Context: an optimization exercise on an open-source flow, tuned for small area and a short achievable clock period. The choices shown serve that exercise and are no tape-out recipe. Function was checked by simulation only, so behaviour that the tests miss may differ from the original. Power figures rest on the tool's default switching activity, not on a simulated workload.

==> willow: inputs <==
// rat_round
module rat_round #(parameter WIDTH=32) (
        input clk,
        input rst,
        input [WIDTH-1:0] in_num,
        input [WIDTH-1:0] in_den,
        output wire [WIDTH-1:0] out_num,
        output wire [WIDTH-1:0] out_den,
        output wire rdy
    );
Settings: LEC_CHECK=0, ABC_AREA=1, CAP_MARGIN=20, CORE_MARGIN=2, CORE_UTILIZATION=55, PLACE_DENSITY=0.8, SLEW_MARGIN=80; clock period 72.0 ns.
run.sh (not shown) runs the stock make flow with config.mk's settings and CLKGATE_MAP_FILE= SYNTH_SCRIPT=/design/flow/synth_recipe.tcl, a recipe that flattens the netlist after the stock synthesis.
==> amber: changes against willow <==
==> flow/flow/run.sh (new file) <==
#!/bin/bash
# Own layout flow: the standard synthesis and layout (standard.sh), except
# that the input and output ports are buffered with buf_2 cells rather than the
# clkdlybuf4s50 delay buffer that buffer_ports picks by itself.
set -euo pipefail
cd "$(dirname "$(readlink -f "$0")")/.."
bash standard.sh synth > flow_synth.log 2>&1
bash standard.sh "BUFFER_PORTS_ARGS=-buffer_cell sky130_fd_sc_hd__buf_2" finish > flow_layout.log 2>&1
==> flow/standard.sh (new file) <==
#!/bin/bash
# synth_recipe.tcl (not shown) runs the flow's synth.tcl, then flattens the netlist and writes it again
# the make line also repeats each setting of config.mk as NAME=value (left out here)
make -C /OpenROAD-flow-scripts/flow DESIGN_CONFIG=/design/flow/config.mk WORK_HOME=/design/flow/orfs CLKGATE_MAP_FILE= SYNTH_SCRIPT=/design/flow/synth_recipe.tcl "${@:-finish}"
CORE_UTILIZATION = 60   (was 55)
CTS_BUF_LIST = sky130_fd_sc_hd__clkbuf_4 sky130_fd_sc_hd__clkbuf_8   (was default)
GPL_ROUTABILITY_DRIVEN = 0   (was default)
PLACE_DENSITY = 0.85   (was 0.8)
removed: flow/run.sh
==> cedar: changes against willow <==
--- a/flow/design.v
+++ b/flow/design.v
@@ -144,31 +144,42 @@
     wire [5:0] p26;
     assign p26[0] = q26 ? (r26_e0 ~^ 1'b0) : x26[0];
     assign p26[1] = q26 ? (r26_e1 ~^ r26_g0) : x26[1];
     assign p26[2] = q26 ? (r26_e2 ~^ r26g_25) : x26[2];
     assign p26[3] = q26 ? (r26_e3 ~^ r26g_31) : x26[3];
     assign p26[4] = q26 ? (r26_e4 ~^ r26g_33) : x26[4];
     assign p26[5] = q26 ? (r26_e5 ~^ r26g_35) : x26[5];
     wire [31:26] qq26 = {qq27, q26};
-    wire [6:0] x25 = {p26, n0[25]};
-    wire r25_g0 = ~x25[0] & d0[0];
-    wire r25_e0 = ~(x25[0] ^ d0[0]);
-    wire r25_g1 = ~x25[1] & d0[1];
-    wire r25_e1 = ~(x25[1] ^ d0[1]);
-    wire r25_g2 = ~x25[2] & d0[2];
-    wire r25_e2 = ~(x25[2] ^ d0[2]);
-    wire r25_g3 = ~x25[3] & d0[3];
-    wire r25_e3 = ~(x25[3] ^ d0[3]);
-    wire r25_g4 = ~x25[4] & d0[4];
-    wire r25_e4 = ~(x25[4] ^ d0[4]);
-    wire r25_g5 = ~x25[5] & d0[5];
-    wire r25_e5 = ~(x25[5] ^ d0[5]);
-    wire r25_g6 = ~x25[6] & d0[6];
-    wire r25_e6 = ~(x25[6] ^ d0[6]);
+    reg [5:0] a_p;
+    reg [31:26] a_q;
+    reg [25:0] a_n;
+    reg [31:0] a_d;
+    always @(posedge clk) begin
+        a_p <= p26;
+        a_q <= qq26;
+        a_n <= n0[25:0];
+        a_d <= d0;
+    end
+    wire [31:0] a_nx = {6'b0, a_n};
+    wire [6:0] x25 = {a_p, a_nx[25]};
+    wire r25_g0 = ~x25[0] & a_d[0];
+    wire r25_e0 = ~(x25[0] ^ a_d[0]);
+    wire r25_g1 = ~x25[1] & a_d[1];
+    wire r25_e1 = ~(x25[1] ^ a_d[1]);
+    wire r25_g2 = ~x25[2] & a_d[2];
+    wire r25_e2 = ~(x25[2] ^ a_d[2]);
+    wire r25_g3 = ~x25[3] & a_d[3];
+    wire r25_e3 = ~(x25[3] ^ a_d[3]);
+    wire r25_g4 = ~x25[4] & a_d[4];
+    wire r25_e4 = ~(x25[4] ^ a_d[4]);
+    wire r25_g5 = ~x25[5] & a_d[5];
+    wire r25_e5 = ~(x25[5] ^ a_d[5]);
+    wire r25_g6 = ~x25[6] & a_d[6];
+    wire r25_e6 = ~(x25[6] ^ a_d[6]);
     wire r25g_39 = r25_g1 | (r25_e1 & r25_g0);
     wire r25p_40 = r25_e1 & r25_e0;
     wire r25g_41 = r25_g3 | (r25_e3 & r25_g2);
     wire r25p_42 = r25_e3 & r25_e2;
     wire r25g_43 = r25_g5 | (r25_e5 & r25_g4);
     wire r25p_44 = r25_e5 & r25_e4;
     wire r25g_45 = r25_g2 | (r25_e2 & r25g_39);
     wire r25p_46 = r25_e2 & r25p_40;
@@ -177,38 +188,27 @@
     wire r25g_49 = r25_g6 | (r25_e6 & r25g_43);
     wire r25p_50 = r25_e6 & r25p_44;
     wire r25g_51 = r25_g4 | (r25_e4 & r25g_47);
     wire r25p_52 = r25_e4 & r25p_48;
     wire r25g_53 = r25g_43 | (r25p_44 & r25g_47);
     wire r25p_54 = r25p_44 & r25p_48;
     wire r25g_55 = r25g_49 | (r25p_50 & r25g_47);
     wire r25p_56 = r25p_50 & r25p_48;
-    wire q25 = ~r25g_55 & ~|d0[31:7];
+    wire q25 = ~r25g_55 & ~|a_d[31:7];
     wire [6:0] p25;
     assign p25[0] = q25 ? (r25_e0 ~^ 1'b0) : x25[0];
     assign p25[1] = q25 ? (r25_e1 ~^ r25_g0) : x25[1];
     assign p25[2] = q25 ? (r25_e2 ~^ r25g_39) : x25[2];
     assign p25[3] = q25 ? (r25_e3 ~^ r25g_45) : x25[3];
     assign p25[4] = q25 ? (r25_e4 ~^ r25g_47) : x25[4];
     assign p25[5] = q25 ? (r25_e5 ~^ r25g_51) : x25[5];
     assign p25[6] = q25 ? (r25_e6 ~^ r25g_53) : x25[6];
-    wire [31:25] qq25 = {qq26, q25};
-    reg [6:0] a_p;
-    reg [31:25] a_q;
-    reg [24:0] a_n;
-    reg [31:0] a_d;
-    always @(posedge clk) begin
-        a_p <= p25;
-        a_q <= qq25;
-        a_n <= n0[24:0];
-        a_d <= d0;
-    end
-    wire [31:0] a_nx = {7'b0, a_n};
-    wire [7:0] x24 = {a_p, a_nx[24]};
+    wire [31:25] qq25 = {a_q, q25};
+    wire [7:0] x24 = {p25, a_nx[24]};
     wire r24_g0 = ~x24[0] & a_d[0];
     wire r24_e0 = ~(x24[0] ^ a_d[0]);
     wire r24_g1 = ~x24[1] & a_d[1];
     wire r24_e1 = ~(x24[1] ^ a_d[1]);
     wire r24_g2 = ~x24[2] & a_d[2];
     wire r24_e2 = ~(x24[2] ^ a_d[2]);
     wire r24_g3 = ~x24[3] & a_d[3];
     wire r24_e3 = ~(x24[3] ^ a_d[3]);
@@ -249,17 +249,17 @@
     assign p24[0] = q24 ? (r24_e0 ~^ 1'b0) : x24[0];
     assign p24[1] = q24 ? (r24_e1 ~^ r24_g0) : x24[1];
     assign p24[2] = q24 ? (r24_e2 ~^ r24g_57) : x24[2];
     assign p24[3] = q24 ? (r24_e3 ~^ r24g_65) : x24[3];
     assign p24[4] = q24 ? (r24_e4 ~^ r24g_67) : x24[4];
     assign p24[5] = q24 ? (r24_e5 ~^ r24g_73) : x24[5];
     assign p24[6] = q24 ? (r24_e6 ~^ r24g_75) : x24[6];
     assign p24[7] = q24 ? (r24_e7 ~^ r24g_77) : x24[7];
-    wire [31:24] qq24 = {a_q, q24};
+    wire [31:24] qq24 = {qq25, q24};
     wire [8:0] x23 = {p24, a_nx[23]};
     wire r23_g0 = ~x23[0] & a_d[0];
     wire r23_e0 = ~(x23[0] ^ a_d[0]);
     wire r23_g1 = ~x23[1] & a_d[1];
     wire r23_e1 = ~(x23[1] ^ a_d[1]);
     wire r23_g2 = ~x23[2] & a_d[2];
     wire r23_e2 = ~(x23[2] ^ a_d[2]);
     wire r23_g3 = ~x23[3] & a_d[3];
CORE_UTILIZATION = 40   (was 55)
PLACE_DENSITY = default   (was 0.8)
==> summary of the runs <==
- Setup slack: willow < cedar < amber.
- Of willow and cedar, willow has the higher power (gap 0.50%, measured against cedar).
- Final area: cedar > willow > amber.
- In cedar the combinational power is smaller than in willow, by about 1%.
- In cedar the cell count is higher than in amber, by 3.2%.
- In sequential power, amber and willow hardly differ.
- Clock power: amber is lower than cedar (about 5%).
- The highest clock-buffer cell count belongs to amber, the lowest to willow.
==> figures <==
metric	willow	cedar	amber
Outcome	complete, no violations	complete, no violations	complete, no violations
Power Combinational	906 uW	895 uW	892 uW
Post-Syn Area	36600 um2	36300 um2	36600 um2
Total internal power	627 uW	623 uW	611 uW
Endpoint of the worst setup timing path	b_p[7]	c_p[22]	out_num[30]
Filler-free cell count of the finished design	6570	6725	6516
Worst hold slack after final layout	326 ps	314 ps	326 ps
Detail Route met2 WL	48500 um	49300 um	49100 um
Maximum number of pins on one net before global-route repair	55	40	55
Inserted tap cell count	864	1176	782
Vias per cell	5.52	5.11	5.68
Fraction of layout instances using a drive strength above 1	8.75%	11.0%	10.4%
Total stage count of the critical path	163	181	72
Startpoint of the tightest hold check path	b_q[26]	a_n[5]	a_q[26]
Height of the die	262 um	305 um	251 um
First-pass detailed-route iteration total	6	5	6
Final worst clock skew	32.4 ps	43.4 ps	40.9 ps


==> job 678 <==
rat_round again, from the RTL that the note above started with.
export LEC_CHECK = 0
export ABC_AREA = 1
export CAP_MARGIN = 20
export CORE_MARGIN = 2
export CORE_UTILIZATION = 60
export CTS_BUF_LIST = sky130_fd_sc_hd__clkbuf_4 sky130_fd_sc_hd__clkbuf_8
export GPL_ROUTABILITY_DRIVEN = 0
export PLACE_DENSITY = 0.85
export SLEW_MARGIN = 80
create_clock -name core_clock -period 72.0 [get_ports {clk}]
standard.sh (not shown) runs the stock make flow with config.mk's settings and CLKGATE_MAP_FILE= SYNTH_SCRIPT=/design/flow/synth_recipe.tcl, a recipe that flattens the netlist after the stock synthesis.
==> flow/flow/run.sh <==
#!/bin/bash
# Own layout flow: the standard synthesis and layout (standard.sh), except
# that the input and output ports are buffered with buf_2 cells rather than the
# clkdlybuf4s50 delay buffer that buffer_ports picks by itself, and that the
# layout steps after synthesis may not use the delay cells (clkdlybuf, dlygate,
# dlymetal) as ordinary buffers either.  The platform's own don't-use list is
# repeated because a make variable on the command line replaces it.
set -euo pipefail
cd "$(dirname "$(readlink -f "$0")")/.."
bash standard.sh synth > flow_synth.log 2>&1
DU="sky130_fd_sc_hd__probe_p_8 sky130_fd_sc_hd__probec_p_8 sky130_fd_sc_hd__lpflow_bleeder_1 sky130_fd_sc_hd__lpflow_clkbufkapwr_1 sky130_fd_sc_hd__lpflow_clkbufkapwr_16 sky130_fd_sc_hd__lpflow_clkbufkapwr_2 sky130_fd_sc_hd__lpflow_clkbufkapwr_4 sky130_fd_sc_hd__lpflow_clkbufkapwr_8 sky130_fd_sc_hd__lpflow_clkinvkapwr_1 sky130_fd_sc_hd__lpflow_clkinvkapwr_16 sky130_fd_sc_hd__lpflow_clkinvkapwr_2 sky130_fd_sc_hd__lpflow_clkinvkapwr_4 sky130_fd_sc_hd__lpflow_clkinvkapwr_8 sky130_fd_sc_hd__lpflow_decapkapwr_12 sky130_fd_sc_hd__lpflow_decapkapwr_3 sky130_fd_sc_hd__lpflow_decapkapwr_4 sky130_fd_sc_hd__lpflow_decapkapwr_6 sky130_fd_sc_hd__lpflow_decapkapwr_8 sky130_fd_sc_hd__lpflow_inputiso0n_1 sky130_fd_sc_hd__lpflow_inputiso0p_1 sky130_fd_sc_hd__lpflow_inputiso1n_1 sky130_fd_sc_hd__lpflow_inputiso1p_1 sky130_fd_sc_hd__lpflow_inputisolatch_1 sky130_fd_sc_hd__lpflow_isobufsrc_1 sky130_fd_sc_hd__lpflow_isobufsrc_16 sky130_fd_sc_hd__lpflow_isobufsrc_2 sky130_fd_sc_hd__lpflow_isobufsrc_4 sky130_fd_sc_hd__lpflow_isobufsrc_8 sky130_fd_sc_hd__lpflow_isobufsrckapwr_16 sky130_fd_sc_hd__lpflow_lsbuf_lh_hl_isowell_tap_1 sky130_fd_sc_hd__lpflow_lsbuf_lh_hl_isowell_tap_2 sky130_fd_sc_hd__lpflow_lsbuf_lh_hl_isowell_tap_4 sky130_fd_sc_hd__lpflow_lsbuf_lh_isowell_4 sky130_fd_sc_hd__lpflow_lsbuf_lh_isowell_tap_1 sky130_fd_sc_hd__lpflow_lsbuf_lh_isowell_tap_2 sky130_fd_sc_hd__lpflow_lsbuf_lh_isowell_tap_4"
DLY="sky130_fd_sc_hd__clkdlybuf4s15_1 sky130_fd_sc_hd__clkdlybuf4s15_2 sky130_fd_sc_hd__clkdlybuf4s18_1 sky130_fd_sc_hd__clkdlybuf4s18_2 sky130_fd_sc_hd__clkdlybuf4s25_1 sky130_fd_sc_hd__clkdlybuf4s25_2 sky130_fd_sc_hd__clkdlybuf4s50_1 sky130_fd_sc_hd__clkdlybuf4s50_2 sky130_fd_sc_hd__dlygate4sd1_1 sky130_fd_sc_hd__dlygate4sd2_1 sky130_fd_sc_hd__dlygate4sd3_1 sky130_fd_sc_hd__dlymetal6s2s_1 sky130_fd_sc_hd__dlymetal6s4s_1 sky130_fd_sc_hd__dlymetal6s6s_1"
bash standard.sh "BUFFER_PORTS_ARGS=-buffer_cell sky130_fd_sc_hd__buf_2" \
  "DONT_USE_CELLS=$DU $DLY" \
  finish > flow_layout.log 2>&1
==> job 2811: changes against job 678 <==
==> flow/flow/run.sh (replaced) <==
#!/bin/bash
# Own layout flow: the standard synthesis and layout (standard.sh), except
# that the input and output ports are buffered with buf_2 cells rather than the
# clkdlybuf4s50 delay buffer that buffer_ports picks by itself, and that global
# placement reweights a larger share of the most timing-critical nets.
set -euo pipefail
cd "$(dirname "$(readlink -f "$0")")/.."
bash standard.sh synth > flow_synth.log 2>&1
bash standard.sh "BUFFER_PORTS_ARGS=-buffer_cell sky130_fd_sc_hd__buf_2" \
  "GLOBAL_PLACEMENT_ARGS=-timing_driven_nets_percentage 30 -timing_driven_net_weight_max 5" \
  finish > flow_layout.log 2>&1
==> summary.txt <==
- Job 678 completed without violations. Job 2811 produced a clean layout.
- Non-clock buffer count: job 2811 is lower than job 678 (33).
- In synthesized cell count, job 678 and job 2811 do not differ.
- Between job 678 and job 2811, the lower first-iteration DRC count is in job 2811 (gap 7.1%, measured against job 2811).
- Against job 678, the routed wire length of job 2811 is larger by 0.20%.
- Total power is about the same in job 678 and job 2811.
- Against job 2811, the worst setup slack of job 678 is higher by 960 ps.
- In clock power, job 678 and job 2811 hardly differ.

## static timing again, ports no longer ideal
The results above use ideal ports. As a check the final layouts listed here were re-extracted and re-timed, cells and wires unchanged. Step 1 sets driving cells, clkbuf_16 on the clock port and buf_2 on the other inputs (assumed; they add their load-dependent delay and slew). Step 2, shift: input delay + t, output delay - t, t = (earliest + latest rising clock arrival at the registers) / 2. This alone moves slack from input paths to output paths. Three values: ideal ports, drivers, drivers and shift; two values: the first two.
| run | t, ns | slack for setup (ns) | hold WS [ns] | clock arrival spread, ns | cell pins on the clock port's net |
|---|---|---|---|---|---|
| willow | 0.665 | 44.640 / 44.640 / 44.640 | 0.326 / 0.326 / 0.326 | 0.032 / 0.033 | 1 |
| amber | 0.695 | 45.462 / 45.405 / 44.927 | 0.326 / 0.326 / 0.326 | 0.052 / 0.052 | 1 |
| cedar | 0.641 | 44.651 / 44.651 / 44.651 | 0.314 / 0.314 / 0.314 | 0.046 / 0.046 | 1 |
| job 678 | 0.702 | 45.562 / 45.562 / 45.248 | 0.325 / 0.325 / 0.325 | 0.024 / 0.024 | 1 |
| job 2811 | 0.704 | 44.606 / 44.606 / 44.606 | 0.318 / 0.318 / 0.318 | 0.042 / 0.041 | 1 |
After both steps setup and hold are still met in every run listed. For amber, which loses most, drivers alone change the setup slack by -0.057 ns; drivers and shift together by -0.535 ns.
